This is an optimization exercise on Yosys and OpenROAD, whose aim is small area, a short achievable clock period and few clock cycles, not a production implementation.
At most, simulation tests tie the RTL to the original design; equivalence was not proved.
The RTL of run 2 was laid out without a check of its function.
Power figures rest on the tool's default switching activity, not on a simulated workload.

$ cat flow/design.v
module RF(
   input         clk,
   input         rst,
   input         we,         
   input  [31:1] S1, S2,       
   output [31:1] VN,           
   input  [4:0]  A3,
   input  [31:0] WD,
   input         BP1, BP2,     
   input  [31:0] BV,
   output [31:0] RD1, RD2
);
   wire [31:0] q [0:31];
   reg  [31:1] vld;
   assign q[0] = 32'd0;
   genvar g;
   generate
      for (g = 1; g < 32; g = g + 1) begin : r
         reg [31:0] d;
         always @(posedge clk)
            if (we && A3 == g)
               d <= WD;
         always @(posedge clk, posedge rst)
            if (rst)
               vld[g] <= 1'b0;
            else if (we && A3 == g)
               vld[g] <= 1'b1;
         assign q[g] = d;
      end
   endgenerate
   wire [31:0] wdec = 32'd1 << A3;
   assign VN = vld | (wdec[31:1] & {31{we}});
   wire [31:0] sel1 = {S1, BP1};
   wire [31:0] sel2 = {S2, BP2};
   genvar j;
   generate
      for (j = 0; j < 32; j = j + 1) begin : rdb
         wire [31:0] col;
         assign col[0] = BV[j];
         for (g = 1; g < 32; g = g + 1) begin : c
            assign col[g] = q[g][j];
         end
         RF_bit U1 (.s(sel1), .d(col), .o(RD1[j]));
         RF_bit U2 (.s(sel2), .d(col), .o(RD2[j]));
      end
   endgenerate
endmodule
module RF_bit(input [31:0] s, input [31:0] d, output o);
   wire [10:0] n;
   genvar i;
   generate
      for (i = 0; i < 10; i = i + 1) begin : g
         RF_aoi3 u (.s(s[3*i+2:3*i]), .d(d[3*i+2:3*i]), .y(n[i]));
      end
   endgenerate
   RF_aoi2 u10 (.s(s[31:30]), .d(d[31:30]), .y(n[10]));
   assign o = ~&n;
endmodule
module RF_aoi3(input [2:0] s, input [2:0] d, output y);
   assign y = ~|(s & d);
endmodule
module RF_aoi2(input [1:0] s, input [1:0] d, output y);
   assign y = ~|(s & d);
endmodule
module sccpu( clk, rst, instr, readdata, PC, MemWrite, aluout, writedata);
   input         clk;
   input         rst;
   input  [31:0] instr;
   input  [31:0] readdata;
   output [31:0] PC;
   output        MemWrite;
   output [31:0] aluout;
   output [31:0] writedata;
   reg  [31:0] pc_r;
   reg         btb_v;
   reg  [9:0]  btb_tag;       
   reg  [13:0] btb_tl;        
   reg         stall;         
   reg  [31:1] p_s1, p_s2;    
   reg         p_bp1, p_bp2;  
   reg         d_v;           
   reg  [31:0] d_ir;
   reg  [31:0] d_pc4;
   reg         d_btb;         
   reg         e_we, e_ld, e_st, e_br, e_jr;
   reg         e_bne, e_pred;
   reg         e_skip1;       
   reg  [4:0]  e_dst;
   reg  [31:0] e_a, e_b, e_sd;
   reg  [31:0] e_addr;        
   reg         e_eq;          
   reg  [4:0]  e_shamt;
   reg         e_shv;         
   reg         e_fa, e_fb, e_fsd;    
   reg         r_as, r_inv, r_and, r_or, r_nor, r_slt, r_sltu,
               r_sll, r_sh, r_sra, r_pb, r_pa;
   reg         m_we;
   reg  [4:0]  m_dst;
   reg  [31:0] m_res;
   assign PC = pc_r;
   wire [31:0] pc4   = pc_r + 32'd4;
   wire        f_j   = (instr[31:27] == 5'b00001);          
   wire [31:0] f_jt  = {pc4[31:28], instr[25:0], 2'b00};
   wire        f_hit = btb_v & (pc4[11:2] == btb_tag);
   wire [31:0] f_bt  = {pc_r[31:14], btb_tl};
   wire [5:0]  fop   = instr[31:26];
   wire        f_mem = (fop == 6'h23) | (fop == 6'h2b);       
   wire        f_sw  = (fop == 6'h2b);
   wire [5:0]  op  = d_ir[31:26];
   wire [5:0]  fn  = d_ir[5:0];
   wire [4:0]  rs  = d_ir[25:21];
   wire [4:0]  rt  = d_ir[20:16];
   wire [4:0]  rd  = d_ir[15:11];
   wire [15:0] imm = d_ir[15:0];
   wire rtype  = (op == 6'h00);
   wire f_add  = rtype & (fn == 6'h20 | fn == 6'h21);
   wire f_sub  = rtype & (fn == 6'h22 | fn == 6'h23);
   wire f_and  = rtype & (fn == 6'h24);
   wire f_or   = rtype & (fn == 6'h25);
   wire f_nor  = rtype & (fn == 6'h27);
   wire f_slt  = rtype & (fn == 6'h2a);
   wire f_sltu = rtype & (fn == 6'h2b);
   wire f_sll  = rtype & (fn == 6'h00);
   wire f_srl  = rtype & (fn == 6'h02);
   wire f_sra  = rtype & (fn == 6'h03);
   wire f_sllv = rtype & (fn == 6'h04);
   wire f_srlv = rtype & (fn == 6'h06);
   wire f_jr   = rtype & (fn == 6'h08);
   wire f_jalr = rtype & (fn == 6'h09);
   wire f_pa   = rtype & ~(f_add | f_sub | f_and | f_or | f_nor | f_slt | f_sltu |
                           f_sll | f_srl | f_sra | f_sllv | f_srlv | f_jalr);
   wire i_addi = (op == 6'h08);
   wire i_andi = (op == 6'h0c);
   wire i_ori  = (op == 6'h0d);
   wire i_slti = (op == 6'h0a);
   wire i_lui  = (op == 6'h0f);
   wire i_lw   = (op == 6'h23);
   wire i_sw   = (op == 6'h2b);
   wire i_beq  = (op == 6'h04);
   wire i_bne  = (op == 6'h05);
   wire i_jal  = (op == 6'h03);
   wire i_j    = (op == 6'h02);
   wire use_imm  = i_addi | i_andi | i_ori | i_slti | i_lui | i_lw | i_sw;
   wire use_link = i_jal | f_jalr;
   wire sext     = i_addi | i_slti | i_lw | i_sw;
   wire wr_rt    = i_addi | i_andi | i_ori | i_slti | i_lui | i_lw;
   wire wr_31    = i_jal | f_jalr;
   wire regwr    = rtype | wr_rt | i_jal;
   wire [4:0] dst = wr_31 ? 5'd31 : (wr_rt ? rt : rd);
   wire [31:0] rsv, rtv;
   wire [31:1] vn;
   RF U_RF (.clk(clk), .rst(rst), .we(m_we), .S1(p_s1), .S2(p_s2), .VN(vn), .A3(m_dst),
            .WD(m_res), .BP1(p_bp1), .BP2(p_bp2), .BV(m_res),
            .RD1(rsv), .RD2(rtv));
   wire [31:0] immx = i_lui ? {imm, 16'd0} :
                      sext  ? {{16{imm[15]}}, imm} : {16'd0, imm};
   wire        d_isbr = i_beq | i_bne;
   wire [31:0] d_bt   = d_pc4 + {{14{imm[15]}}, imm, 2'b00};
   wire        d_bb   = d_isbr & imm[15];         
   wire [31:0] d_nx   = d_bb ? d_bt : d_pc4;      
   wire [31:0] d_alt  = imm[15] ? d_pc4 : d_bt;
   wire        use_rt = ~(use_imm | use_link | d_isbr);
   wire [31:0] bsel   = d_isbr ? d_alt : (use_link ? d_pc4 : immx);
   wire [31:0] bval   = use_rt ? rtv : bsel;
   wire [31:0] addr   = rsv + {{16{imm[15]}}, imm};
   wire [31:0] a  = e_fa  ? m_res : e_a;
   wire [31:0] b  = e_fb  ? m_res : e_b;
   wire [31:0] res;
   wire        e_lt;
   ALU U_ALU (.a(a), .b(b), .shamt(e_shamt), .shv(e_shv), .as(r_as), .inv(r_inv),
              .andf(r_and), .orf(r_or), .norf(r_nor), .slt(r_slt), .sltu(r_sltu),
              .sll(r_sll), .shf(r_sh), .sra(r_sra), .pb(r_pb), .pa(r_pa),
              .res(res), .lt(e_lt));
   wire        eq = e_fa  ? (e_fsd ? 1'b1 : (m_res == e_sd)) :
                    e_fsd ? (e_a == m_res) : e_eq;
   wire        taken    = eq ^ e_bne;
   wire        mispred  = e_br & (taken ^ e_pred);
   wire        d_seq    = ~(i_j | i_jal) & ~d_btb & ~d_bb;
   wire        skip1    = e_br & e_skip1 & taken & d_seq;
   wire        e_redir  = (mispred & ~skip1) | e_jr;
   wire [31:0] e_target = e_jr ? a : e_b;
   assign aluout    = e_addr;
   assign writedata = e_sd;
   assign MemWrite  = e_st;
   wire [31:0] ck_b = {{14{imm[15]}}, imm, 2'b00};
   wire [31:0] ck_k = d_pc4 ^ ck_b ^ pc_r;
   wire [31:0] ck_z = {(d_pc4[30:0] & ck_b[30:0]) | ((d_pc4[30:0] ^ ck_b[30:0]) & ~pc_r[30:0]), 1'b0};
   wire        d_btbok = d_bb & (ck_k == ck_z);
   wire        d_redir = d_v & ~stall & ~e_redir & (d_btb ? ~d_btbok : d_bb);
   wire [31:0] pc_nj = e_redir ? e_target :
                       stall   ? pc_r :
                       d_redir ? d_nx :
                       f_hit   ? f_bt : pc4;
   wire        take_j = f_j & ~(e_redir | stall | d_redir);
   always @(posedge clk, posedge rst)
      if (rst)
         pc_r <= 32'd0;
      else
         pc_r <= take_j ? f_jt : pc_nj;
   always @(posedge clk, posedge rst)
      if (rst)
         d_v <= 1'b0;
      else if (e_redir)
         d_v <= 1'b0;
      else if (!stall)
         d_v <= ~d_redir;
   always @(posedge clk)
      if (!stall) begin
         d_ir  <= instr;
         d_pc4 <= pc4;
         d_btb <= f_hit & ~f_j;
      end
   wire go = d_v & ~stall & ~e_redir & ~skip1;    
   wire go_we = go & regwr & (dst != 5'd0);
   wire [4:0]  nrs = stall ? rs : instr[25:21];
   wire [4:0]  nrt = stall ? rt : instr[20:16];
   wire [31:0] oh1 = 32'd1 << nrs;
   wire [31:0] oh2 = 32'd1 << nrt;
   wire        bp1 = e_we & (e_dst == nrs);
   wire        bp2 = e_we & (e_dst == nrt);
   always @(posedge clk) begin
      p_s1  <= oh1[31:1] & vn & {31{~bp1}};
      p_s2  <= oh2[31:1] & vn & {31{~bp2}};
      p_bp1 <= bp1;
      p_bp2 <= bp2;
   end
   always @(posedge clk, posedge rst)
      if (rst)
         stall <= 1'b0;
      else
         stall <= go_we & ~d_redir &
                  ((f_mem & instr[25:21] == dst) | (f_sw & instr[20:16] == dst));
   always @(posedge clk, posedge rst)
      if (rst) begin
         e_we <= 1'b0; e_ld <= 1'b0; e_st <= 1'b0; e_br <= 1'b0; e_jr <= 1'b0;
      end else begin
         e_we <= go_we;
         e_ld <= go & i_lw;
         e_st <= go & i_sw;
         e_br <= go & d_isbr;
         e_jr <= go & (f_jr | f_jalr);
      end
   always @(posedge clk) begin
      e_dst   <= dst;
      e_bne   <= i_bne;
      e_pred  <= imm[15];
      e_skip1 <= (imm == 16'd1);
      e_a     <= rsv;
      e_b     <= bval;
      e_sd    <= rtv;
      e_addr  <= addr;
      e_eq    <= (rsv == rtv);
      e_shamt <= d_ir[10:6];
      e_shv   <= f_sllv | f_srlv;
      e_fa    <= e_we & (e_dst == rs);
      e_fb    <= e_we & (e_dst == rt) & use_rt;
      e_fsd   <= e_we & (e_dst == rt);
      r_as    <= f_add | i_addi | i_lw | i_sw | f_sub;
      r_inv   <= f_sub | f_slt | i_slti | f_sltu;
      r_and   <= f_and | i_andi;
      r_or    <= f_or | i_ori;
      r_nor   <= f_nor;
      r_slt   <= f_slt | i_slti;
      r_sltu  <= f_sltu;
      r_sll   <= f_sll | f_sllv;
      r_sh    <= f_sll | f_sllv | f_srl | f_srlv | f_sra;
      r_sra   <= f_sra;
      r_pb    <= i_lui | use_link;
      r_pa    <= f_pa;
   end
   always @(posedge clk, posedge rst)
      if (rst)
         m_we <= 1'b0;
      else
         m_we <= e_we;
   always @(posedge clk) begin
      m_dst <= e_dst;
      m_res <= e_ld ? readdata : res;
   end
   wire btb_we = d_v & ~stall & d_bb;
   always @(posedge clk, posedge rst)
      if (rst)
         btb_v <= 1'b0;
      else if (btb_we)
         btb_v <= 1'b1;
   always @(posedge clk)
      if (btb_we) begin
         btb_tag <= d_pc4[11:2];
         btb_tl  <= d_bt[13:0];
      end
endmodule
module ALU(input [31:0] a, input [31:0] b, input [4:0] shamt, input shv,
           input as, input inv, input andf, input orf, input norf, input slt,
           input sltu, input sll, input shf, input sra, input pb, input pa,
           output [31:0] res, output lt);
   wire [32:0] s33 = {1'b0, a} + {1'b0, b ^ {32{inv}}} + {32'd0, inv};
   wire        ltu = ~s33[32];
   wire        lts = (a[31] ^ b[31]) ? a[31] : s33[31];
   assign lt = (slt & lts) | (sltu & ltu);
   wire [4:0]  sh  = shv ? a[4:0] : shamt;
   wire [31:0] brev, srev, shr;
   wire [31:0] shin = sll ? brev : b;
   wire [63:0] shx  = {{32{sra & b[31]}}, shin} >> sh;
   assign shr = shx[31:0];
   genvar k;
   generate
      for (k = 0; k < 32; k = k + 1) begin : rv
         assign brev[k] = b[31-k];
         assign srev[k] = shr[31-k];
      end
   endgenerate
   wire [31:0] shres = sll ? srev : shr;
   assign res = ({32{as}}   & s33[31:0])
              | {31'd0, lt}
              | ({32{andf}} & (a & b))
              | ({32{orf}}  & (a | b))
              | ({32{norf}} & ~(a | b))
              | ({32{shf}}  & shres)
              | ({32{pb}}   & b)
              | ({32{pa}}   & a);
endmodule
$ cat flow/flow/run.sh
#!/bin/bash
# Own layout flow: the standard flow (standard.sh), with the standard
# synthesis run first and on its own. For the layout steps it changes only
# how timing is repaired:
#  - timing repair aims for a setup slack of MARGIN ns at the design's clock
#    period, so the layout is optimised for a shorter period than 15 ns;
#  - every port still gets a buffer, but a plain buffer rather than the delay
#    cell buffer_ports picks by default;
#  - gate sizing may use any cell of the same function, not only cells of the
#    same footprint.
set -euo pipefail
MARGIN=10.7
bash standard.sh synth > synth.log 2>&1
bash standard.sh SETUP_SLACK_MARGIN=$MARGIN MATCH_CELL_FOOTPRINT=0 \
   "BUFFER_PORTS_ARGS=-buffer_cell sky130_fd_sc_hd__buf_4" finish > layout.log 2>&1
$ cat flow/standard.sh
#!/bin/bash
# synth_recipe.tcl (not shown) runs the flow's synth.tcl, then flattens the netlist and writes it again
# the make line also repeats each setting of config.mk as NAME=value (left out here)
make -C /OpenROAD-flow-scripts/flow DESIGN_CONFIG=/design/flow/config.mk WORK_HOME=/design/flow/orfs CLKGATE_MAP_FILE= SYNTH_SCRIPT=/design/flow/synth_recipe.tcl "${@:-finish}"
$ cat flow/config.mk
export PLATFORM = sky130hd
export DESIGN_NAME = sccpu
export DESIGN_NICKNAME = sccpu
export VERILOG_FILES = /design/flow/design.v
export SDC_FILE = /design/flow/constraint.sdc
export NUM_CORES = 8
export LEC_CHECK = 0
export CAP_MARGIN = 20
export CORE_MARGIN = 2
export CORE_UTILIZATION = 55
export CTS_CLUSTER_DIAMETER = 80
export CTS_CLUSTER_SIZE = 24
export SLEW_MARGIN = 20
export SYNTH_HIERARCHICAL = 1
export TNS_END_PERCENT = 0
$ cat flow/constraint.sdc
create_clock -name core_clock -period 15.0 [get_ports {clk}]
set_input_delay 3.0000 -clock core_clock [delete_from_list [all_inputs] [get_ports {clk}]]
set_output_delay 3.0000 -clock core_clock [all_outputs]
set_load 0.01 [all_outputs]
==> flow_results.org, run 1 <==
** Floorplan
- 163 I/O pins were placed.
- Core area :: 120,000 µm²
- Initial core utilization :: 55.5%
- The floorplan step defined a die boundary enclosing 124,000 µm².
- Standard-cell row count :: 127
- Width of the die :: about 350 µm
- Measured along the y axis, the die boundary spans approximately 350 µm.

** Global route
- Maximum number of pins on one net before global-route repair :: 52
- GRT Total Usage :: 43.0%
- The number of antenna violations at the first check in global routing is 14.
- Number of global-route vias before repair :: 50,500
- For this run the aggregate overflow at the end of global routing stands at 0.
- First-pass GRT wire length :: between 300 and 400 mm

** Clocking
- Maximum clock insertion buffer count :: 3
- Hold bufs inserted after CTS :: 0
- The tree built by TritonCTS fans out to approximately 1,400 sinks.
- TritonCTS built the clock tree.
- CTS clock-pin slew for the worst setup and hold paths :: 100 ps
- Clock tree synthesis selected as its root buffer the cell clkbuf_16.
- TritonCTS created 76 clock buffers.
- At the later pin of the worst-skew pair, clock insertion delay measures 710 ps.
- The H-tree was split into 3 levels.

** Routing
- DRC marker count from the first detailed-route iteration :: 13,600
- Vias per std cell :: 7.87
- Detailed routing inserted a total of 54,700 vias.
- Number of optimization iterations in the first detailed-route pass :: 13
- For this block, the routed nets add up to between 200 and 300 mm of wire.
- The detail route stage leaves a number of antenna-violating nets equal to 0.
- Final routed DRC violation total :: 0
- Routed wire per std cell :: between 30 and 40 µm

** STA
- Measured against its own limit, the worst slew margin works out to 30.0%.
- On the final layout, the worst clock skew is 35.4 ps.
- Highest clock frequency the design can meet :: 226 MHz
- The final critical path takes up between 20% and 30% of the cycle.
- Setup slack closes at 10,580 ps.
- Final number of hold-violating endpoints :: 0
- Setup repair after global routing could not meet its margin everywhere.
- Setup violations remaining at the end of the flow were counted as 0.
- Final-layout setup total negative slack :: 0 ps
- Number of pins with negative max-slew slack in the final report :: 0
- Slew at the pin closest to its max-slew limit :: 1040 ps
- Subtracting the final worst setup slack from the clock period gives 4430 ps.
- Worst hold-check slack :: 469 ps

** Synth
- Dividing the synthesized area by the synthesized cell count gives between 10 and 15 µm².
- For this run, the number of Yosys warnings is 8.
- Synthesized instance count :: 5,027
- Synth Cell Area :: 66,800 µm²

** Place
- Routability-driven placement finished with a final weighted congestion of 1.03.
- Buffers on Ports :: between 150 and 200
- Timing analysis after detailed placement gives a worst setup slack of 9500 ps.
- In this run the cell area measured after placement is 70,900 µm².
- Post-DP HPWL :: ~180 mm
- Cell count after placement :: 6,800

** Run status
- The flow ran to the end and the layout has no timing, DRC or antenna violations.

** Critical path
- The critical path is of the flop to primary output type.
- Together, buffers and inverters on the worst path number 1.
- Walking the worst path, the cells encountered are buf_4.
- Worst-path fanout max :: 2
- On the worst path, the slowest cell contributes a delay of 520 ps.
- FF-to-FF Start :: e_fa
- STA classifies the critical path endpoint as a primary output.
- The worst setup path is launched from a flop.
- Crit. path cell count :: 1
- R2r worst-path depth :: 12
- The setup check on the worst reg-to-reg path leaves a slack of between 10,000 and 15,000 ps.
- Data on the critical path is required at its endpoint by between 10,000 and 15,000 ps.
- STA puts the critical path data arrival time at 1420 ps.
- Among all stages on the critical path, the largest delay is contributed by dfxtp_1.
- R2R Path End :: m_res[4]
- Among cell families on the critical path, the largest total delay comes from flip-flops.

** Power
- Maximum vdd ir drop :: 0.000109 V
- The clock network burns 24.1% of the power.
- Internal power summed over all cells :: 6.63 mW
- Summed over all nets, the switching power comes to 3.37 mW.
- Combinational cells account for 26.3% of the total power.
- Per report_power, the sequential group accounts for 49.6% of the total.
- The analysis attributes to cell leakage a power of 26.2 nW.
- Power spread over the standard cell area amounts to approximately 140 nW/µm².
- Net switching is 33.7% of the power.

** Worst hold path
- HP Class :: flop to flop
- Startpoint of the most critical hold path :: e_dst[3]
- For hold timing, the worst endpoint is m_dst[3].
- Along the worst hold path, the cell count comes to 0.

** Job
- Max-cap violations in this run came to 0.

** Finish
- Fill cells in the final layout number between 9,000 and 10,000.
- Once layout is complete, the cells apart from fillers number 6,956.
- The post-route netlist has 16.3% of its cells at a drive strength greater than 1.
- After the last flow step, the layout net total stands at between 5,000 and 6,000.
- Compared with the post-synthesis result, the final layout area differs by 10.7%.
- Final Cell Area :: 74,000 µm²
- Across the whole layout, storage elements account for 39,500 µm².
- The multi-input combinational cells in the finished layout cover a total of 26,800 µm².
routing by layer:
layer | global-route usage, % | wire length, µm
met1 | 61.0 | 100000
met2 | 59.6 | 112000
met3 | 14.2 | 47900
met4 | 19.7 | 16000
met5 | 0 | 159
worst register-to-register path, delay by kind of cell, from the launching register on:
kind,cells,cell delay [ps]
buffers and inverters,2,560
AO/OA/AOI/OAI,4,1360
flip-flops,1,370
AND/OR/NAND/NOR,2,310
multiplexers,4,1620
how the worst max path moves through the flow:
stage	endpoint	startpoint	slack [ps]
after floorplan	pc_r[2]	instr[28]	10320
after global placement	pc_r[31]	instr[28]	9530
after detailed placement	pc_r[22]	instr[28]	9500
after CTS	m_res[26]	e_fa	10590
after global routing	e_addr[31]	p_s1[4]	10590
final	writedata[19]	e_sd[19]	10580
registers in the layout, summed over array words and instances, names as in the netlist, 10 cells and up:
| register | flops |
|---|---|
| btb_tag | 10 |
| p_s1 | 31 |
| d_pc4 | 32 |
| pc_r | 32 |
| U_RF.vld | 31 |
| btb_tl | 14 |
| e_b | 32 |
| U_RF.r.d | 992 |
| p_s2 | 31 |
| d_ir | 32 |
| e_sd | 32 |
| e_a | 32 |
| m_res | 32 |
| e_addr | 32 |
power groups by stage:
| stage | Sequential, mW | Clock, mW | Combinational [mW] |
|---|---|---|---|
| after global routing | 4.96 | 2.53 | 2.75 |
| after detailed placement | 5.02 | 0 | 2.47 |
| after floorplan | 5.00 | 0 | 1.39 |
| after CTS | 4.93 | 2.40 | 2.51 |
| after global placement | 5.02 | 0 | 2.46 |
| final | 4.96 | 2.41 | 2.63 |
cell usage in the layout (no fill, tap or decap), types with 30 or more instances in the layout:
cell	n
a211oi_1	34
a21o_1	49
a21oi_1	205
a222oi_1	651
a22oi_1	34
a22oi_2	65
a31oi_1	31
and3_1	85
buf_4	351
clkbuf_16	78
dfrtp_1	50
dfxtp_1	228
edfxtp_1	1081
fa_1	32
ha_1	94
inv_1	87
mux2_2	111
mux2i_1	68
nand2_1	207
nand3_1	109
nand4_1	168
nor2_1	224
nor2_4	33
nor3_1	50
nor4_1	37
o21ai_0	123
o21bai_1	70
o22ai_1	30
or3_1	56
xnor2_1	147
xor2_1	146
final cells by class:
cell class / count / share of cell area, %
timing repair buffer: 369 / 3.87
sequential: 1412 / 53.4
clock inverter: 28 / 0.496
antenna: 6 / 0.0203
inverter: 91 / 0.464
clock buffer: 97 / 2.78
tap: 1612 / 2.73
multi-input combinational: 3341 / 36.2
per-stage QoR:
step | power, mW | util, %
after floorplan | 6.39 | -
after global placement | 7.48 | 59.0
after detailed placement | 7.49 | 59.0
after CTS | 9.84 | 61.2
after global routing | 10.2 | 61.5
final | 10.0 | 61.5
timing repair:
| action | CTS | global route |
|---|---|---|
| cloned | 1 | 0 |
| buffers inserted | 13 | 11 |
| pin swaps | 9 | 23 |
| setup endpoints to repair | 137 | 142 |
| resized for setup | 59 | 65 |
Testbench counts, summed over its fixed seeds: cycles 70,900.
==> run 2: changes to the inputs <==
--- a/flow/design.v
+++ b/flow/design.v
@@ -171,13 +171,11 @@
               .andf(r_and), .orf(r_or), .norf(r_nor), .slt(r_slt), .sltu(r_sltu),
               .sll(r_sll), .shf(r_sh), .sra(r_sra), .pb(r_pb), .pa(r_pa),
               .res(res), .lt(e_lt));
-   wire        eq = e_fa  ? (e_fsd ? 1'b1 : (m_res == e_sd)) :
-                    e_fsd ? (e_a == m_res) : e_eq;
-   wire        taken    = eq ^ e_bne;
-   wire        mispred  = e_br & (taken ^ e_pred);
    wire        d_seq    = ~(i_j | i_jal) & ~d_btb & ~d_bb;
-   wire        skip1    = e_br & e_skip1 & taken & d_seq;
-   wire        e_redir  = (mispred & ~skip1) | e_jr;
+   wire        skip1, e_redir;
+   BRU U_BRU (.m_res(m_res), .e_a(e_a), .e_sd(e_sd), .fa(e_fa), .fsd(e_fsd),
+              .e_eq(e_eq), .bne(e_bne), .br(e_br), .pred(e_pred), .jr(e_jr),
+              .sk1(e_skip1), .seq(d_seq), .skip1(skip1), .redir(e_redir));
    wire [31:0] e_target = e_jr ? a : e_b;
    assign aluout    = e_addr;
    assign writedata = e_sd;
@@ -218,9 +216,11 @@
    wire [31:0] oh2 = 32'd1 << nrt;
    wire        bp1 = e_we & (e_dst == nrs);
    wire        bp2 = e_we & (e_dst == nrt);
+   wire [31:0] edec = 32'd1 << e_dst;
+   wire [31:1] smask = vn & ~(edec[31:1] & {31{e_we}});
    always @(posedge clk) begin
-      p_s1  <= oh1[31:1] & vn & {31{~bp1}};
-      p_s2  <= oh2[31:1] & vn & {31{~bp2}};
+      p_s1  <= oh1[31:1] & smask;
+      p_s2  <= oh2[31:1] & smask;
       p_bp1 <= bp1;
       p_bp2 <= bp2;
    end
@@ -319,3 +319,13 @@
               | ({32{pb}}   & b)
               | ({32{pa}}   & a);
 endmodule
+module BRU(input [31:0] m_res, input [31:0] e_a, input [31:0] e_sd,
+           input fa, input fsd, input e_eq, input bne, input br, input pred,
+           input jr, input sk1, input seq, output skip1, output redir);
+   wire eq      = fa  ? (fsd ? 1'b1 : (m_res == e_sd)) :
+                  fsd ? (e_a == m_res) : e_eq;
+   wire taken   = eq ^ bne;
+   wire mispred = br & (taken ^ pred);
+   assign skip1 = br & sk1 & taken & seq;
+   assign redir = (mispred & ~skip1) | jr;
+endmodule
==> run 2 against run 1 <==
Net effect: die area is essentially flat; combinational power is essentially flat; via count shrank 0.19%; design area shrank 0.30%; total power shrank 0.33%; critical path depth grew 9; count of clock-buffer cells in the layout shrank 1; worst hold slack lost 3.5 ps; non-clock buffer count shrank 23; worst setup slack lost 82 ps; cell count shrank 0.33%; synthesized cell count grew 0.18%; critical endpoint is now pc_r[18].
==> flow_results.org, run 2 <==
** STA
- Setup total negative slack on the finished layout was measured at 0 ps.
- Worst setup slack after layout :: 10,490 ps
- For the final database, setup skew stands at 46.3 ps.
- Worst hold-check slack :: 466 ps
- Number of pins with negative max-slew slack in the final report :: 0
- Final number of hold-violating endpoints :: 0
- Number of setup violations in the final report :: 0
- Highest clock frequency the design can meet :: around 220 MHz
- Period minus WS final :: between 4000 and 5000 ps
- Slew at the pin closest to its max-slew limit :: 1200 ps
- Setup repair after global routing missed its margin :: yes
- After layout, the worst path uses between 30% and 40% of the clock period.
- Relative slew slack :: between 10% and 20%

** Finish
- Measured on the finished design, the core utilization comes to 61.4%.
- Fill cells in the final layout number 9,412.
- At the end of the flow, the number of nets in the layout was 5,468.
- Leaving out fill and tap cells, the most frequent cells in the layout are edfxtp_1, a222oi_1, buf_4.
- Cells with a size suffix above 1 make up between 10% and 20% of the layout.
- Area growth from synthesis to layout :: 10.4%
- The register with the most flip-flops in the layout has 992 of them.
- With fillers left out, the area of the finished cells amounts to 73,700 µm².
- Ranked by flip-flop count, first place goes to U_RF.r.d.
- The library cell used most frequently in the layout, excluding fill and tap cells, is edfxtp_1.
- Count of non-filler cells in the finished layout :: 6,933

** Floorplan
- Pin placement for this block handled 163 I/O pins.
- Initial core utilization :: 55.6%
- Core area :: 120,000 µm²
- Die Footprint :: around 120,000 µm²
- From bottom edge to top edge, the die measures 352 µm.
- Width of the die :: 352 µm
- In this run the core area contains 127 standard-cell rows.

** Clocking
- Clk Tree Root Cell :: clkbuf_16
- Maximum clock insertion buffer count :: 3
- TritonCTS clock tree :: yes
- The clock tree synthesis step divided the H-tree into 3 levels.
- Total clock sinks :: between 1,000 and 1,500
- Hold bufs inserted after CTS :: 0
- After clock tree synthesis, the clock-pin slew on the worst setup and hold paths is 100 ps.
- Clock latency on the worst-skew pair :: between 700 and 800 ps
- Buffers inserted during clock tree synthesis total 75.

** Routing
- Vias per std cell :: between 7 and 8
- Met1 WL :: 99.6 mm
- Number of optimization iterations in the first detailed-route pass :: 13
- In the routed design, unresolved DRC markers number 0.
- Routed wire per std cell :: 40.3 µm
- Top layer reached by signal wires :: met5
- Via Count :: 54,600
- Summed over all layers, the routed wires come to 279 mm.
- Number of antenna-violating nets in the routed design :: 0
- Met3 wire length :: 48.7 mm
- Total met2 wirelength after detailed routing :: roughly 110 mm
- After the first detailed-routing iteration, the DRC count stood at between 10,000 and 15,000.

** Power
- Internal power summed over all cells :: approximately 6.6 mW
- Switching share of power :: 34.3%
- In this run, the combinational gates consume 26.6% of the power.
- Maximum vdd ir drop :: 0.000111 V
- Power Total :: about 10 mW
- Clock share of power :: between 20% and 30%
- In this run the power density over the cells is 135 nW/µm².
- The share of total power dissipated in sequential elements is around half.
- For this design the total switching power over the nets is approximately 3.4 mW.
- For this design the static power due to leakage is 25.6 nW.

** Critical path
- Start point of the critical path :: instr[28]
- STA puts the critical path data required time at ~16,000 ps.
- Endpoint arrival time on the critical path :: about 5000 ps
- R2r worst-path depth :: 14
- Path type of the worst setup path :: input pin to flop
- Of all nets on the critical path, the largest fanout is 7.
- Critical path startpoint category :: input pin
- R2R Path End :: e_addr[31]
- Kind of end point of the critical path :: flop
- Across all register-to-register paths, the minimum setup slack is 10,530 ps.
- FF-to-FF Start :: p_s1[21]

** Global route
- Entering global routing, the biggest net connects 51 pins.
- The first global-routing pass estimated 385 mm of wire.
- The number of antenna violations at the first check in global routing is 21.
- Global routing finished with a remaining overflow of 0.
- Global routing used 43.4% of the available tracks across all layers.
- Number of global-route vias before repair :: 50,500

** Synth
- The synthesized netlist occupies a cell area of 66,800 µm².
- Synthesized instance count :: 5,036
- Dividing the synthesized area by the synthesized cell count gives 13.3 µm².
- YS warnings :: 8

** Place
- Timing analysis after detailed placement gives a worst setup slack of 9310 ps.
- At the end of routability-driven placement, the weighted congestion stood at around 1.1.
- Cell count after placement :: 6,790
- Buffers on Ports :: 162
- Post-DP HPWL :: 184 mm
- After detailed placement, the total cell area comes to about 71,000 µm².

** Worst hold path
- The worst hold path terminates at U_RF.vld[8].
- The tightest min-delay check is of the flop to flop type.
- Counting instances, the worst hold path has a depth of 1.
- Startpoint of the most critical hold path :: U_RF.vld[8]

** Run status
- The flow ran to the end and the layout has no timing, DRC or antenna violations.

** Job
- The tool flagged a number of max-cap violations equal to 0.
-- run 2: changes by cell type in the layout (fill, tap and decap cells not counted), moves of 25 or more --
cell,before,now
and3_1,85,26
nor3_1,50,105
nor2_1,224,185
buf_4,351,313
o21ai_0,123,158
mux2i_1,68,93
-- run 2: power by group through the flow --
| stage | Clock, mW | Sequential [mW] | Combinational, mW |
|---|---|---|---|
| 2_1_floorplan | 0 | 5.04 | 1.35 |
| 3_3_place_gp | 0 | 5.03 | 2.49 |
| 3_5_place_dp | 0 | 5.03 | 2.50 |
| 4_1_cts | 2.34 | 4.95 | 2.52 |
| 5_1_grt | 2.47 | 4.97 | 2.76 |
| 6_report | 2.35 | 4.96 | 2.65 |
-- run 2: worst max-delay path by stage --
stage,endpoint,slack (ps),cells past startpoint
4_1_cts,pc_r[24],10570,10
5_1_grt,e_addr[30],10460,17
6_report,pc_r[18],10490,10
3_3_place_gp,pc_r[23],9330,9
3_5_place_dp,pc_r[26],9310,9
2_1_floorplan,pc_r[13],9950,8
-- run 2: cell type report --
class | instances | area, µm² | area share (%)
repair buffers | 346 | 2760 | 3.74
multi-input cells | 3351 | 26800 | 36.3
well taps | 1612 | 2020 | 2.74
flip-flops and latches | 1412 | 39500 | 53.6
clock buffers | 96 | 2000 | 2.71
repair inverters | 1 | 7.51 | 0.0102
diodes | 6 | 15.0 | 0.0204
clock inverters | 22 | 307 | 0.416
inverters | 87 | 329 | 0.446
-- run 2: layer usage --
| metal | GRT usage (%) | vias to the layer above |
|---|---|---|
| met1 | 59.7 | 26700 |
| met3 | 16.5 | 842 |
| met2 | 60.4 | 5215 |
| met5 | 0 | - |
| met4 | 21.1 | 22 |
| li1 | - | 21900 |
-- run 2: critical path, cell delays in order --
cell	delay (ps)
buf_4	110
or3b_4	390
or3_4	340
or3_4	370
a31oi_4	180
buf_12	160
o31ai_4	130
clkinvlp_4	250
o22ai_1	110
nor2_1	110
-- run 2: what timing repair did --
item	4_1_cts	5_1_grt
gates resized for setup	70	41
setup endpoints to repair	110	126
pin swaps	6	16
setup buffers	9	6
cloned	3	0
==> run 3: changes to the inputs <==
--- a/flow/design.v
+++ b/flow/design.v
@@ -99,13 +99,11 @@
    reg  [31:0] m_res;
    assign PC = pc_r;
    wire [31:0] pc4   = pc_r + 32'd4;
-   wire        f_j   = (instr[31:27] == 5'b00001);          
+   wire        f_j, f_mem, f_sw;
+   FDEC U_FDEC (.op(instr[31:26]), .j(f_j), .mem(f_mem), .sw(f_sw));
    wire [31:0] f_jt  = {pc4[31:28], instr[25:0], 2'b00};
    wire        f_hit = btb_v & (pc4[11:2] == btb_tag);
    wire [31:0] f_bt  = {pc_r[31:14], btb_tl};
-   wire [5:0]  fop   = instr[31:26];
-   wire        f_mem = (fop == 6'h23) | (fop == 6'h2b);       
-   wire        f_sw  = (fop == 6'h2b);
    wire [5:0]  op  = d_ir[31:26];
    wire [5:0]  fn  = d_ir[5:0];
    wire [4:0]  rs  = d_ir[25:21];
@@ -190,11 +188,13 @@
                        d_redir ? d_nx :
                        f_hit   ? f_bt : pc4;
    wire        take_j = f_j & ~(e_redir | stall | d_redir);
+   wire [31:0] pc_next;
+   MUX32 U_PMUX (.s(take_j), .a(f_jt), .b(pc_nj), .y(pc_next));
    always @(posedge clk, posedge rst)
       if (rst)
          pc_r <= 32'd0;
       else
-         pc_r <= take_j ? f_jt : pc_nj;
+         pc_r <= pc_next;
    always @(posedge clk, posedge rst)
       if (rst)
          d_v <= 1'b0;
@@ -329,3 +329,11 @@
    assign skip1 = br & sk1 & taken & seq;
    assign redir = (mispred & ~skip1) | jr;
 endmodule
+module FDEC(input [5:0] op, output j, output mem, output sw);
+   assign j   = (op[5:1] == 5'b00001);
+   assign mem = (op == 6'h23) | (op == 6'h2b);
+   assign sw  = (op == 6'h2b);
+endmodule
+module MUX32(input s, input [31:0] a, input [31:0] b, output [31:0] y);
+   assign y = s ? a : b;
+endmodule
--- a/flow/config.mk
+++ b/flow/config.mk
@@ -7,7 +7,7 @@
 export LEC_CHECK = 0
 export CAP_MARGIN = 20
 export CORE_MARGIN = 2
-export CORE_UTILIZATION = 55
+export CORE_UTILIZATION = 60
 export CTS_CLUSTER_DIAMETER = 80
 export CTS_CLUSTER_SIZE = 24
 export SLEW_MARGIN = 20
==> run 3 against run 2 <==
Net effect: global-route usage up 2.4 points; die area decreased by 7.7%; design area is 0.82% higher; clock power about the same; area after synthesis increased by 0.56%; utilization rose by 5.7 points; clock skew rose by 10 ps; sequential power fell by 0.8%; largest cell class unchanged; highest routed layer unchanged.
==> flow_results.org, run 3 <==
** Run status
- Status :: timing/DRC/antenna clean

** Power
- Across the VDD grid, the largest voltage drop is 0.000144 V.
- Per report_power, the clock group accounts for 23.6% of the total.
- Power Dens Cells :: 133 nW/µm²
- Internal power comes to around 6.6 mW.
- Net switching is 33.5% of the power.
- Per report_power, the combinational group accounts for between 20% and 30% of the total.
- In this run the static leakage power is 25.7 nW.
- Reported net switching power :: between 3 and 4 mW
- Registers are responsible for ~50% of the overall power.

** Floorplan
- Initial core utilization :: 60.6%
- Overall die height :: 339 µm
- Core area :: 111,000 µm²
- 163 I/O pins were placed.
- Measured along the x axis, the die boundary spans 339 µm.
- The floorplan has roughly 120 rows.
- Die Footprint :: between 100,000 and 150,000 µm²

** STA
- Highest clock frequency the design can meet :: 219 MHz
- Across all setup checks in the final design, the least slack found is ~10,000 ps.
- Period minus WS final :: 4570 ps
- Number of pins with negative max-slew slack in the final report :: 0
- The final hold violation count is 0.
- Setup total negative slack on the finished layout was measured at 0 ps.
- Setup repair after global routing could not meet its margin everywhere.
- Relative slew slack :: 24.5%
- The final critical path takes up a little under a third of the cycle.
- Across the routed clock network, the largest skew measured is 56.4 ps.
- Hold timing on the final database bottoms out at a slack of 466 ps.
- Slew at the pin closest to its max-slew limit :: approximately 1100 ps
- Number of setup violations in the final report :: 0

** Place
- Detailed placement finished with a half-perimeter wire length of 181 mm.
- Buffers on Ports :: 162
- Before CTS, the worst setup slack after placement is 9680 ps.
- In this run the cell area measured after placement is 71,100 µm².
- RePlAce Congestion :: 1.03

** Finish
- The library cell used most frequently in the layout, excluding fill and tap cells, is edfxtp_1.
- Ratio of cells with drive above 1 in the final layout :: 16.4%
- Area growth from synthesis to layout :: 10.7%
- Number of nets at the end of the flow :: 5,503
- The library cells used most frequently in the layout, excluding fill and tap cells, are edfxtp_1, a222oi_1, buf_4.
- Flip-flop count of the largest register, all copies and words added :: 992
- Biggest register :: U_RF.r.d
- Final Cell Area :: 74,300 µm²
- The filler cells instantiated in the layout total 8,186.

** Critical path
- In this design, the stage delay of the slowest critical-path cell is about 600 ps.
- Buffers & Inverters on Critical Path :: 2
- Worst reg2reg setup slack :: 10,430 ps
- The critical path is of the flop to flop type.
- Cell family with most CP delay :: simple AND/OR/NAND/NOR gates
- The worst setup path is launched from a flop.
- Endpoint arrival time on the critical path :: about 5100 ps
- Along the worst path, the maximum fanout reaches 20.
- Required time of the critical path :: 15,570 ps
- Kind of end point of the critical path :: flop
- Walking the worst path, the cells encountered are buf_8, buf_8, a222oi_1, nand4_1, or3_4, ha_4, nand4_1, nor3b_4, o311ai_4, a31oi_4, o22ai_4, o21bai_1, a21o_1, a21oi_2, xnor2_2.
- Cell with the biggest individual delay on the critical path :: or3_4

** Routing
- The pre-antenna-repair detailed-routing pass consisted of 17 iterations.
- For this block, the initial DRC count from the detailed router was roughly 15,000.
- Wire length after detailed routing :: 273 mm
- Via Count :: 55,200
- Vias per std cell :: 8.03
- Number of antenna-violating nets in the routed design :: 0
- In the routed design, unresolved DRC markers number 0.
- Dividing the detail-routed wire length by the instance count gives around 40 µm.

** Clocking
- The longest clock path from root to sink contains 3 buffers.
- CTS clock-pin slew for the worst setup and hold paths :: ~100 ps
- TritonCTS clock tree :: yes
- Cts bufs inserted :: 73
- Clock latency on the worst-skew pair :: ~700 ps
- Total clock sinks :: approximately 1,400
- Clk Tree Root Cell :: clkbuf_16
- Hold bufs inserted after CTS :: 0
- CTS built an H-tree with a depth of 3.

** Global route
- Entering global routing, the biggest net connects 57 pins.
- The total overflow left after global routing is 0.
- In the global route stage, overall resource usage came out at between 40% and 50%.
- The via count of the first global-routing pass was around 51,000.
- First-pass GRT wire length :: 376 mm
- The number of antenna violations at the first check in global routing came to 12.

** Worst hold path
- The worst hold path belongs to the class flop to flop.

** Synth
- Synth Cell Area :: roughly 67,000 µm²
- YS warnings :: 8
- Synthesis produced between 5,000 and 6,000 cells.
- The average instance in the mapped netlist occupies 13.3 µm².

** Job
- The tool flagged a number of max-cap violations equal to 0.
==> run 3: cell count changes in the layout (fill, tap and decap cells not counted), moves of 20 or more <==
| cell | before | now |
|---|---|---|
| buf_4 | 313 | 337 |
| o22ai_1 | 45 | 25 |
| xor2_1 | 148 | 121 |
| clkbuf_1 | 19 | 44 |
| mux2_4 | 3 | 33 |
| xnor2_1 | 154 | 192 |
==> run 3: timing repair <==
action                                  in CTS  in global routing
pin swaps                                   23                 24
buffers inserted                            16                 15
endpoints found under the setup margin     112                111
cloned                                       1                  2
resized for setup                           80                 73
==> run 3: path summary, 6_finish.rpt <==
path                       cells after the start          end         from
min in group asynchronous                      3  U_RF.vld[5]          rst
min reg2reg                                    1  U_RF.vld[4]  U_RF.vld[4]
min                                            1  U_RF.vld[4]  U_RF.vld[4]
max in group asynchronous                      3      pc_r[4]          rst
max                                           15   e_addr[21]      p_s1[4]
max reg2reg                                   15   e_addr[21]      p_s1[4]
==> run 3: metrics by stage <==
stage / util, % / instances / power [mW]
after floorplan: - / 5043 / 6.35
after global placement: 64.1 / 6686 / 7.39
after detailed placement: 64.1 / 6688 / 7.41
after CTS: 66.6 / 6840 / 9.68
after global routing: 67.0 / 6857 / 10.1
final: 67.1 / 6868 / 9.86
==> run 3: worst register-to-register path, cell delays in order (launching register included) <==
cell	delay (ps)
dfxtp_1	340
buf_8	190
buf_8	230
a222oi_1	480
nand4_1	420
or3_4	600
ha_4	330
nand4_1	210
nor3b_4	320
o311ai_4	160
a31oi_4	290
o22ai_4	130
o21bai_1	220
a21o_1	160
a21oi_2	70
xnor2_2	280
==> run 3: final cells by class <==
class	count	area [µm²]	area share, %
clock inverters	14	244	0.328
multi-input cells	3364	27200	36.6
inverters	83	317	0.426
well taps	1488	1860	2.50
clock buffers	121	2070	2.78
repair buffers	375	3110	4.19
flip-flops and latches	1412	39500	53.2
diodes	11	27.5	0.0370
==> run 3: power groups by stage <==
stage / clock, mW / combinational, mW / sequential [mW]
after global placement: 0 / 2.40 / 4.99
after detailed placement: 0 / 2.42 / 4.99
after CTS: 2.32 / 2.46 / 4.90
final: 2.33 / 2.61 / 4.92
after floorplan: 0 / 1.36 / 4.99
after global routing: 2.45 / 2.71 / 4.93
==> run 3: routing by layer <==
| metal | vias to the layer above | track usage (%) | share of wire, % |
|---|---|---|---|
| li1 | 21900 | - | - |
| met1 | 26600 | 63.8 | 35 |
| met2 | 5686 | 61.2 | 39 |
| met3 | 972 | 19.4 | 19 |
| met4 | 8 | 22.7 | 6.6 |
| met5 | - | 0.750 | 0.025 |
Testbench counts of run 3, summed over its fixed seeds: cycles 70,900.
==> run 4: changes to the inputs <==
--- a/flow/config.mk
+++ b/flow/config.mk
@@ -7,7 +7,7 @@
 export LEC_CHECK = 0
 export CAP_MARGIN = 20
 export CORE_MARGIN = 2
-export CORE_UTILIZATION = 60
+export CORE_UTILIZATION = 50
 export CTS_CLUSTER_DIAMETER = 80
 export CTS_CLUSTER_SIZE = 24
 export SLEW_MARGIN = 20
==> run 4 against run 3 <==
Net effect: largest cell class unchanged; via count shrank 1.4%; maximum frequency grew 1.8%; first-iteration DRC count shrank 16%; largest power group unchanged; area after synthesis is the same; still clean on timing, DRC and antenna; worst hold slack lost 2.5 ps; critical path depth shrank 2; synthesized cell count is the same; sequential power is essentially flat; worst setup slack gained 79 ps.
==> flow_results.org, run 4 <==
** Routing
- In this run the top signal layer used is met5.
- Number of antenna-violating nets in the routed design :: 0
- Routed wire per std cell :: 40.2 µm
- After detailed routing, the number of vias per cell comes to 7.62.
- Met1 WL :: 108 mm
- Final routed DRC violation total :: 0
- The final layout contains routed wiring with a total length of 287 mm.
- Summed over all nets, wire length on met2 after detailed routing comes to between 100 and 150 mm.
- The first TritonRoute pass finished after 12 iterations.
- Across all layers, the routed design uses 54,400 vias.
- In the detailed route, the total length drawn on met3 is 46.8 mm.
- DRC marker count from the first detailed-route iteration :: 12,300

** STA
- Slew at the pin closest to its max-slew limit :: 1190 ps
- Final number of hold-violating endpoints :: 0
- Counting I/O delays and the setup requirement, the final critical path takes 4490 ps.
- Setup repair after global routing could not meet its margin everywhere.
- Final-layout setup total negative slack :: 0 ps
- Clock skew :: 65.3 ps
- Highest clock frequency the design can meet :: around 220 MHz
- Setup violations remaining at the end of the flow were counted as 0.
- The final max-slew violation count is 0.
- The worst pin sits at a relative slew slack of 18.5%.
- The final critical path takes up ~30% of the cycle.

** Power
- Switching share of power :: ~34%
- Of the total power, the clock network draws between 20% and 30%.
- Internal power summed over all cells :: 6.67 mW
- Leakage component of the power :: 25.8 nW
- For this design the ratio of total power to cell area is 135 nW/µm².
- Total power for the finished layout comes to 10.1 mW.
- Proportion of power drawn by combinational gates :: 26.1%
- Maximum vdd ir drop :: 0.000119 V
- Fraction of power consumed by sequential logic :: 48.9%
- In this run the power spent charging and discharging nets is 3.44 mW.

** Clocking
- Hold bufs inserted after CTS :: 0
- CTS built an H-tree with a depth of 3.
- Maximum clock insertion buffer count :: 3
- Clock latency on the worst-skew pair :: between 700 and 800 ps
- Cts bufs inserted :: 81
- Clk Tree Root Cell :: clkbuf_16
- TritonCTS built the clock tree.
- CTS clock-pin slew for the worst setup and hold paths :: 90 ps
- Total clock sinks :: about 1,400

** Global route
- First-pass GRT wire length :: slightly below 400 mm
- GRT Total Usage :: 40.7%
- The via count of the first global-routing pass was 50,200.
- The total overflow left after global routing is 0.
- The number of antenna violations at the first check in global routing came to 20.
- Entering global routing, the biggest net connects 57 pins.

** Finish
- Ratio of cells with drive above 1 in the final layout :: 16.9%
- In the final design database the tool counted 5,502 nets.
- In the layout the commonest cells are edfxtp_1, a222oi_1, buf_4.
- U_RF.r.d holds more flip-flops than any other register.
- Flip-flop count of the largest register, all copies and words added :: 992
- Compared with the post-synthesis result, the final layout area differs by 11.4%.
- Most common library cell in the layout ignoring fill and taps :: edfxtp_1

** Floorplan
- Width of the die :: 370 µm
- Once the floorplan was initialized, standard cells occupied 50.3% of the core.
- Count of pins on the block boundary :: 163
- Die Footprint :: 137,000 µm²
- Standard-cell row count :: approximately 130
- The floorplan step set the die height to 370 µm.
- The total area inside the core boundary comes to 133,000 µm².

** Synth
- YS warnings :: 8
- The synthesized netlist occupies a cell area of 67,200 µm².
- In this run the mean area of a mapped cell was 13.3 µm².
- After technology mapping, the gate count stands at 5,042.

** Place
- The wire-length estimate of the detail-placed layout is 191 mm.
- RePlAce Congestion :: 1.03
- In this run the tool buffered the top-level ports with approximately 160 buffer cells.

** Critical path
- In this run the worst path has a maximum fanout of 32.
- STA classifies the critical path endpoint as a flop.
- Data arrives at the worst endpoint at 5010 ps.
- Data on the critical path is required at its endpoint by between 15,000 and 20,000 ps.
- STA classifies the critical path startpoint as a flop.
- Path type of the worst setup path :: flop to flop

** Worst hold path
- HP Class :: flop to flop

** Run status
- The flow ran to the end and the layout has no timing, DRC or antenna violations.

** Job
- Count of max-cap constraint violations :: 0
run 4: changes by cell type in the layout (fill, tap and decap cells not counted), sizes merged:
cell      previous run  this run
clkbuf             123        97
buf                373       363
clkinvlp             1         8
clkinv               8        19
inv                 87        97
bufinv               1         2
diode               11         6
run 4: worst paths after layout:
path                            cells after the start  slack (ps)    startpoint            to
worst max-delay path                               13       10510         p_bp1     e_addr[8]
worst min register to register                      1         460  U_RF.vld[12]  U_RF.vld[12]
worst min-delay path                                1         460  U_RF.vld[12]  U_RF.vld[12]
max in group asynchronous                           3       12000           rst      pc_r[20]
worst max register to register                     13       10510         p_bp1     e_addr[8]
min in group asynchronous                           3        2350           rst   U_RF.vld[4]
run 4: layout make-up:
type	instances	area (µm²)
Fill cell	11200	58700
Sequential cell	1412	39500
Multi-Input combinational cell	3364	27100
Timing Repair Buffer	365	2980
Tap cell	1768	2210
Clock buffer	95	2130
Clock inverter	42	523
Inverter	83	317
Antenna cell	6	15.0
Timing Repair inverter	1	7.51
run 4: power by group through the flow:
stage / Combinational [mW] / Clock [mW] / Sequential [mW]
after floorplan: 1.36 / 0 / 4.99
after global placement: 2.47 / 0 / 5.01
after detailed placement: 2.47 / 0 / 5.01
after CTS: 2.51 / 2.52 / 4.93
after global routing: 2.76 / 2.65 / 4.95
final: 2.64 / 2.52 / 4.94
run 4: metal layers:
layer | vias up | GRT usage [%]
met2 | 4813 | 56.9
met1 | 26900 | 57.5
met3 | 737 | 14.2
met4 | 18 | 16.8
met5 | - | 0.699
li1 | 21900 | -
run 4: what timing repair did:
item                       in CTS  in global routing
setup endpoints to repair     141                151
cloned                          2                  0
resized for setup              74                 62
setup buffers                  12                 20
pin swaps                       7                 18
run 4: critical path: stages, from the launching register on:
cell      delay, ps
dfxtp_1         310
buf_4           320
a222oi_1        420
nand4_1         320
or3_4           560
ha_1            280
inv_1            80
fa_1            200
nor2b_1          50
o21ai_0         200
a21oi_1         130
nor2_1          300
o21bai_1        200
xnor2_1         870
run 4: metrics by stage:
| stage | utilization [%] | std cells | area (µm²) | hold slack (ps) | setup slack, ps |
|---|---|---|---|---|---|
| 2_1_floorplan | - | 5043 | 67200 | 329 | 10660 |
| 3_3_place_gp | 53.5 | 6958 | 71400 | 445 | 9730 |
| 3_5_place_dp | 53.5 | 6959 | 71400 | 446 | 9720 |
| 4_1_cts | 55.7 | 7110 | 74400 | 465 | 10530 |
| 5_1_grt | 56.0 | 7131 | 74800 | 483 | 10510 |
| 6_report | 56.0 | 7136 | 74800 | 463 | 10510 |
==> run 5: changes to the inputs <==
--- a/flow/flow/run.sh
+++ b/flow/flow/run.sh
@@ -9,7 +9,7 @@
 #  - gate sizing may use any cell of the same function, not only cells of the
 #    same footprint.
 set -euo pipefail
-MARGIN=10.7
+MARGIN=10.6
 bash standard.sh synth > synth.log 2>&1
 bash standard.sh SETUP_SLACK_MARGIN=$MARGIN MATCH_CELL_FOOTPRINT=0 \
    "BUFFER_PORTS_ARGS=-buffer_cell sky130_fd_sc_hd__buf_4" finish > layout.log 2>&1
--- a/flow/config.mk
+++ b/flow/config.mk
@@ -7,7 +7,7 @@
 export LEC_CHECK = 0
 export CAP_MARGIN = 20
 export CORE_MARGIN = 2
-export CORE_UTILIZATION = 50
+export CORE_UTILIZATION = 55
 export CTS_CLUSTER_DIAMETER = 80
 export CTS_CLUSTER_SIZE = 24
 export SLEW_MARGIN = 20
==> run 5 against run 4 <==
Net effect: still clean; non-clock buffer count decreased by 33; combinational power decreased by 3%; maximum frequency about the same; global-route usage increased by 3.1 points; sequential share of layout area increased by 0.74 points; count of clock-buffer cells in the layout increased by 3; via count about the same; critical path depth decreased by 12; total power decreased by 2.7%; design area decreased by 1.4%; die area decreased by 9.0%; critical endpoint is now PC[25].
==> flow_results.org, run 5 <==
** Run status
- The run finished with no timing, DRC or antenna violations.

** Place
- Cell count after placement :: 6,805
- Buffers on Ports :: approximately 160
- Post-DP HPWL :: between 150 and 200 mm
- Once placement finished, the instance area stood at a little over 70,000 µm².
- RePlAce Congestion :: roughly 1.0

** Routing
- In the detailed route, the total length drawn on met2 is 114 mm.
- After detailed routing, the average wire length per cell comes to 40.6 µm.
- Summed over all nets, wire length on met3 after detailed routing comes to 50.4 mm.
- The count of nets left with antenna violations once routing finished came out at 0.
- Top layer reached by signal wires :: met5
- Via Count :: 54,400
- Number of optimization iterations in the first detailed-route pass :: 13
- DRC marker count from the first detailed-route iteration :: 12,200
- In the final routing, the length of wire on met1 measures about 100 mm.
- The final layout contains routed wiring with a total length of between 200 and 300 mm.
- Final routed DRC violation total :: 0
- Dividing the detail-routed via count by the number of cells gives 7.83.

** Finish
- The library cells used most frequently in the layout, excluding fill and tap cells, are edfxtp_1, a222oi_1, buf_4.
- The register with the most flip-flops in the layout has between 900 and 1,000 of them.
- Most common library cell in the layout ignoring fill and taps :: edfxtp_1
- The count of cells in the finished layout, fillers not included, comes to 6,943.
- Ratio of cells with drive above 1 in the final layout :: 15.7%
- In the final design database the tool counted ~5,500 nets.
- Ranked by flip-flop count, first place goes to U_RF.r.d.
- Cells fill between 60% and 70% of the core in the end.
- Final Cell Area :: 73,800 µm²
- From synthesis to final layout, the design area changed by 9.85%.

** Global route
- Number of global-route vias before repair :: 50,900
- Entering global routing, the biggest net connects 63 pins.
- Global routing finished with a remaining overflow of 0.
- Number of antenna violations at the first check in global routing :: 16
- The first global-routing pass estimated about 390 mm of wire.
- In the global route stage, overall resource usage came out at 43.8%.

** STA
- The worst path uses between 20% and 30% of the clock period.
- The worst pin sits at a relative slew slack of 21.7%.
- For the pin with the worst max-slew slack, the measured transition is 1170 ps.
- The final max-slew violation count was 0.
- Setup repair after global routing could not meet its margin everywhere.
- Timing would allow up to between 200 and 250 MHz.
- Period minus WS final :: roughly 4500 ps
- Setup violations remaining at the end of the flow were counted as 0.
- Final number of hold-violating endpoints :: 0
- Adding up every negative setup slack in the final design gives 0 ps.
- Clock skew :: between 70 and 80 ps

** Clocking
- Cts bufs inserted :: 76
- The clock reaches the later pin of the worst-skew pair after 740 ps.
- After clock tree synthesis, the clock-pin slew on the worst setup and hold paths is 90 ps.
- TritonCTS built the clock tree.
- Maximum clock insertion buffer count :: 3
- The tree is rooted in a clkbuf_16.
- Total clock sinks :: 1,412
- CTS H-tree lvls :: 3

** Critical path
- R2R Path End :: pc_r[11]
- Critical path cell sequence :: buf_4
- For this run, the slowest stage of the critical path takes 570 ps.
- The worst register-to-register path begins at m_res[15].
- Path type of the worst setup path :: flop to primary output
- The worst register-to-register path has a depth of 14.
- Critical path startpoint category :: flop
- Endpoint arrival time on the critical path :: 1490 ps
- For flop-to-flop paths, the worst setup slack is 10,520 ps.
- Cell with the biggest individual delay on the critical path :: dfrtp_1
- The worst setup path is captured at a primary output.
- Broken down by cell family, the worst path's largest delay share belongs to flip-flops.
- Of all nets on the critical path, the largest fanout is 7.
- STA puts the critical path data required time at 12,000 ps.
- Buffers & Inverters on Critical Path :: 1

** Power
- VDD sags by at most between 0.00015 and 0.0002 V.
- Leakage component of the power :: around 25 nW
- Power Dens Cells :: 133 nW/µm²

** Synth
- Yosys printed 8 warnings.
- The average instance in the mapped netlist occupies 13.3 µm².
- Synthesized instance count :: 5,042
- Synth Cell Area :: roughly 67,000 µm²

** Floorplan
- Count of pins on the block boundary :: around 160
- Overall die height :: 353 µm
- The floorplan has 128 rows.
- Initial core utilization :: 55.3%
- Die Footprint :: 125,000 µm²
- Core area :: roughly 120,000 µm²
- The die is between 300 and 400 µm wide.

** Worst hold path
- End point of the most critical hold path :: U_RF.vld[8]
- The path class of the tightest hold or removal check is flop to flop.
- The worst hold path begins at U_RF.vld[8].
- Instance count along the most critical hold path :: 1

** Job
- Count of max-cap constraint violations :: 0
-- run 5: worst max-delay path by stage --
stage	from	end	slack (ps)	cells after the start
5_1_grt	e_fb	m_res[0]	10500	13
3_3_place_gp	m_res[8]	pc_r[31]	9180	15
4_1_cts	pc_r[19]	PC[19]	10530	1
6_report	pc_r[25]	PC[25]	10510	1
3_5_place_dp	m_res[8]	pc_r[31]	9130	15
2_1_floorplan	instr[28]	pc_r[0]	10630	6
-- run 5: final cells by class --
cell class | instances | area [µm²]
antenna | 2 | 5.00
multi-input combinational | 3364 | 27000
sequential | 1412 | 39500
clock buffer | 98 | 1980
timing repair buffer | 332 | 2590
inverter | 83 | 317
fill | 9743 | 47600
clock inverter | 27 | 312
tap | 1625 | 2030
-- run 5: per-stage QoR --
step	hold slack, ps	setup WS (ps)	power, mW
global route	487	10500	10.1
detailed placement	449	9130	7.43
CTS	473	10530	9.70
floorplan	329	10630	6.35
finish	470	10510	9.84
global placement	447	9180	7.42
-- run 5: layer usage --
metal / global-route usage [%] / vias to the layer above
met5: 0.340 / -
met4: 21.9 / 12
met1: 60.7 / 26600
met3: 16.7 / 823
met2: 60.1 / 5124
li1: - / 21800
-- run 5: power breakdown --
part | total [mW] | switching [mW] | internal [mW]
logic | 2.56 | 1.63 | 0.928
registers | 4.96 | 0.345 | 4.61
clock network | 2.33 | 1.35 | 0.977
-- run 5: repair_timing --
action | in CTS | in global routing
cloned | 1 | 0
setup endpoints to repair | 78 | 79
pin swaps | 5 | 14
endpoints found under the hold margin | 0 | 0
buffers inserted | 4 | 6
resized for setup | 40 | 38
hold buffers | 0 | 0
-- run 5: worst register-to-register path, stage by stage (launching register included) --
cell,delay (ps)
dfxtp_2,340
buf_8,270
xnor2_1,160
nand4_1,250
nor4_2,390
nand4_1,180
a32oi_2,270
xnor2_1,210
mux2i_1,270
buf_6,250
clkinv_1,140
buf_4,320
a211oi_1,920
a311oi_1,90
mux2_4,310
==> run 6: changes to the inputs <==
--- a/flow/flow/run.sh
+++ b/flow/flow/run.sh
@@ -9,7 +9,7 @@
 #  - gate sizing may use any cell of the same function, not only cells of the
 #    same footprint.
 set -euo pipefail
-MARGIN=10.6
+MARGIN=10.7
 bash standard.sh synth > synth.log 2>&1
 bash standard.sh SETUP_SLACK_MARGIN=$MARGIN MATCH_CELL_FOOTPRINT=0 \
    "BUFFER_PORTS_ARGS=-buffer_cell sky130_fd_sc_hd__buf_4" finish > layout.log 2>&1
--- a/flow/config.mk
+++ b/flow/config.mk
@@ -10,6 +10,7 @@
 export CORE_UTILIZATION = 55
 export CTS_CLUSTER_DIAMETER = 80
 export CTS_CLUSTER_SIZE = 24
+export PLACE_DENSITY = 0.7
 export SLEW_MARGIN = 20
 export SYNTH_HIERARCHICAL = 1
 export TNS_END_PERCENT = 0
==> run 6 against run 5 <==
Net effect: flip-flop and latch count unchanged; worst setup slack improved by 15 ps; die area stayed put.
==> flow_results.org, run 6 <==
** Clocking
- CTS clock-pin slew for the worst setup and hold paths :: roughly 90 ps
- Clock latency on the worst-skew pair, taken at its later pin, is between 700 and 800 ps.
- TritonCTS clock tree :: yes
- Clk Tree Root Cell :: clkbuf_16
- Maximum clock insertion buffer count :: 3
- CTS H-tree lvls :: 3
- Buffers inserted to repair hold after CTS numbered 0.
- Cts bufs inserted :: 75
- Clock tree synthesis found a total of between 1,000 and 1,500 sinks.

** Floorplan
- The die is 353 µm tall.
- Initial core utilization :: a little under three fifths
- The core region is 121,000 µm².
- The floorplan step set the die width to 353 µm.
- 163 I/O pins were placed.
- Standard-cell row count :: 128
- Die Footprint :: between 100,000 and 150,000 µm²

** Power
- Power Dens Cells :: 134 nW/µm²
- Of the total power, combinational logic draws 27.6%.
- Reported net switching power :: 3.39 mW
- Switching share of power :: 33.9%
- The clock network is responsible for 23.3% of the overall power.
- Fraction of power consumed by sequential logic :: 49.1%
- Internal power summed over all cells :: approximately 6.6 mW
- IR analysis of the VDD net gives a maximum drop of about 0.00013 V.
- Leakage component of the power :: ~26 nW

** STA
- Clock skew :: 53.9 ps
- The final hold violation count is 0.
- For the finished layout, the period the worst path requires is ~4500 ps.
- Relative slew slack :: 24.2%
- Setup repair after global routing missed its margin :: yes
- Number of pins with negative max-slew slack in the final report :: 0
- Derived from the worst setup path, the maximum achievable clock frequency is 224 MHz.
- Number of setup violations in the final report :: 0
- Final-layout setup total negative slack :: 0 ps
- For the pin with the worst max-slew slack, the measured transition is 1130 ps.
- Of the available clock period, the critical path in the final layout requires 29.8%.

** Routing
- Routed wire per std cell :: 40.8 µm
- Number of optimization iterations in the first detailed-route pass :: 15
- Dividing the detail-routed via count by the number of cells gives 8.02.
- Detailed routing placed a total of between 50 and 60 mm of wire on met3.
- After the first detailed-routing iteration, the DRC count stood at 15,300.
- Via Count :: 56,400
- In the final routing, the length of wire on met1 measures roughly 100 mm.
- Final routed DRC violation total :: 0
- After detailed routing, no signal wire sits above met5.
- The final layout contains routed wiring with a total length of 287 mm.
- The detail route stage leaves a number of antenna-violating nets equal to 0.
- Total met2 wirelength after detailed routing :: 111 mm

** Critical path
- Worst reg2reg setup slack :: about 11,000 ps
- Critical path cell sequence :: buf_4, a222oi_1, nand4_1, or3_1, ha_1, and3_1, nor3b_2, o21ai_0, o211ai_1, buf_4, o21ai_0, nor2b_1, xnor2_1
- Required time of the critical path :: 15,550 ps
- STA classifies the critical path startpoint as a flop.
- Cell family with most CP delay :: simple AND/OR/NAND/NOR gates
- STA classifies the critical path endpoint as a flop.
- Worst-path fanout max :: 32
- The startpoint identified for the worst register-to-register timing path is p_s1[3].
- Counting cells, the worst reg-to-reg path comes to 13.
- Data arrives at the worst endpoint at 5020 ps.
- R2R Path End :: e_addr[16]
- Buffers & Inverters on Critical Path :: 2
- Max incr delay on CP :: 650 ps
- Path type of the worst setup path :: flop to flop
- Among all stages on the critical path, the largest delay is contributed by or3_1.

** Place
- RePlAce Congestion :: 1.07
- Buffers on Ports :: 162
- Cell count after placement :: 6,835
- Post-DP HPWL :: ~190 mm

** Synth
- Synth Cell Area :: roughly 67,000 µm²
- YS warnings :: 8
- Synthesized instance count :: 5,042
- Synth Area per Inst :: 13.3 µm²

** Global route
- Total congestion overflow :: 0
- Entering global routing, the biggest net connects 63 pins.
- The via count of the first global-routing pass is slightly above 50,000.
- In the global route stage, overall resource usage came out at 44.4%.
- The first global-routing pass estimated 393 mm of wire.
- Number of antenna violations at the first check in global routing :: 15

** Finish
- Layout Utilization :: 61.6%
- The finished layout holds 7,037 standard cells, fillers aside.
- Number of inserted filler cells in the final layout :: 9,473
- Flip-flop count of the largest register, all copies and words added :: between 900 and 1,000
- Area growth from synthesis to layout :: 11.3%
- The post-route netlist has 17.4% of its cells at a drive strength greater than 1.
- Leading cell types in the layout, fill and taps excluded :: edfxtp_1, a222oi_1, buf_4
- After the last flow step, the layout net total stands at 5,547.
- U_RF.r.d holds more flip-flops than any other register.
- Most common library cell in the layout ignoring fill and taps :: edfxtp_1

** Worst hold path
- The path with the worst hold slack has its endpoint at U_RF.vld[12].
- The worst hold path begins at U_RF.vld[12].
- Instance count along the most critical hold path :: 1
- HP Class :: flop to flop

** Run status
- Status :: timing/DRC/antenna clean

** Job
- Across the run, the number of max-cap violations was 0.
## run 6: changes by cell type in the layout (fill, tap and decap cells not counted), moves of 22 or more
cell,previous run,this run
dfrtp_2,10,32
dfxtp_2,34,10
dfxtp_1,220,245
dfrtp_1,62,40
buf_4,310,381
## run 6: repair_timing
action                                  4_1_cts  5_1_grt
gates cloned                                  1        3
pin swaps                                     5       16
endpoints found under the setup margin      131      129
gates resized for setup                      67       86
buffers inserted                             10       52
## run 6: power by group through the flow
stage	combinational [mW]	sequential, mW	clock, mW
detailed placement	2.46	4.99	0
global route	2.85	4.91	2.45
floorplan	1.36	4.99	0
global placement	2.45	4.99	0
finish	2.76	4.91	2.33
CTS	2.50	4.91	2.32
## run 6: layout make-up
cell class | count | area (µm²) | share of cell area (%)
clock inverters | 27 | 273 | 0.365
multi-input cells | 3364 | 27100 | 36.3
inverters | 83 | 317 | 0.424
repair buffers | 417 | 3410 | 4.56
clock buffers | 99 | 2050 | 2.74
well taps | 1625 | 2030 | 2.72
diodes | 10 | 25.0 | 0.0335
flip-flops and latches | 1412 | 39500 | 52.9
## run 6: how the worst max path moves through the flow
stage | startpoint | end | cells after the start
after floorplan | instr[28] | pc_r[0] | 6
after global placement | m_res[3] | pc_r[31] | 15
after detailed placement | m_res[8] | pc_r[29] | 15
after CTS | pc_r[25] | PC[25] | 1
after global routing | m_res[8] | pc_r[11] | 19
final | p_s1[3] | e_addr[16] | 13
## run 6: routing by layer
| layer | vias up | global-route usage (%) |
|---|---|---|
| li1 | 22000 | - |
| met1 | 27200 | 61.6 |
| met2 | 6131 | 58.8 |
| met3 | 1101 | 19.4 |
| met4 | 14 | 22.5 |
| met5 | - | 0.151 |
## run 6: metrics by stage
step	worst slack [ps]	power [mW]	instance area, µm²	hold WS, ps
after global placement	9610	7.45	71300	443
after CTS	10560	9.73	73900	472
after floorplan	10660	6.35	67200	329
after detailed placement	9590	7.46	71300	447
after global routing	10600	10.2	74700	486
final	10530	10.0	74700	472
## run 6: worst reg2reg max path: cells and delay by family (launching register included)
family | cells | cell delay, ps
and+or+nand+nor | 5 | 1610
AOI/OAI and AO/OA | 4 | 940
adders and majority gates | 1 | 440
DFF | 1 | 310
buffers and inverters | 2 | 590
xor gates and xnor gates | 1 | 420

-- re-timing with driven ports --
The results above use ideal ports. As a check the final layouts listed here were re-extracted and re-timed, cells and wires unchanged.
Step 1 assumes that a clkbuf_16 drives the clock port and a buf_2 every other input.
Step 2 also shifts input and output timing later by t, the mid clock arrival at the registers, as if the neighbouring blocks saw the same clock.
a / b / c = ideal ports / drivers / drivers and shift; a / b = the first two.
| run | t (ns) | slack for setup (ns) | worst hold slack (ns) | slew at the worst register clock pin (ns) | pins driven straight from the clock port |
|---|---|---|---|---|---|
| run 1 | 0.784 | 10.575 / 10.488 / 9.901 | 0.469 / 0.469 / 0.469 | 0.10 / 0.10 | 1 |
| run 2 | 0.764 | 10.493 / 10.502 / 9.787 | 0.466 / 0.466 / 0.466 | 0.10 / 0.10 | 1 |
| run 3 | 0.768 | 10.433 / 10.433 / 9.961 | 0.466 / 0.466 / 0.466 | 0.10 / 0.10 | 1 |
| run 4 | 0.797 | 10.512 / 10.479 / 10.091 | 0.463 / 0.463 / 0.463 | 0.10 / 0.10 | 1 |
| run 5 | 0.793 | 10.514 / 10.427 / 9.988 | 0.470 / 0.470 / 0.470 | 0.10 / 0.10 | 1 |
| run 6 | 0.802 | 10.529 / 10.522 / 10.297 | 0.472 / 0.472 / 0.472 | 0.11 / 0.11 | 1 |
After both steps setup and hold are still met in every run listed. The setup slack of run 2, which loses most, moves by +0.009 ns with the drivers and by -0.706 ns with both steps.
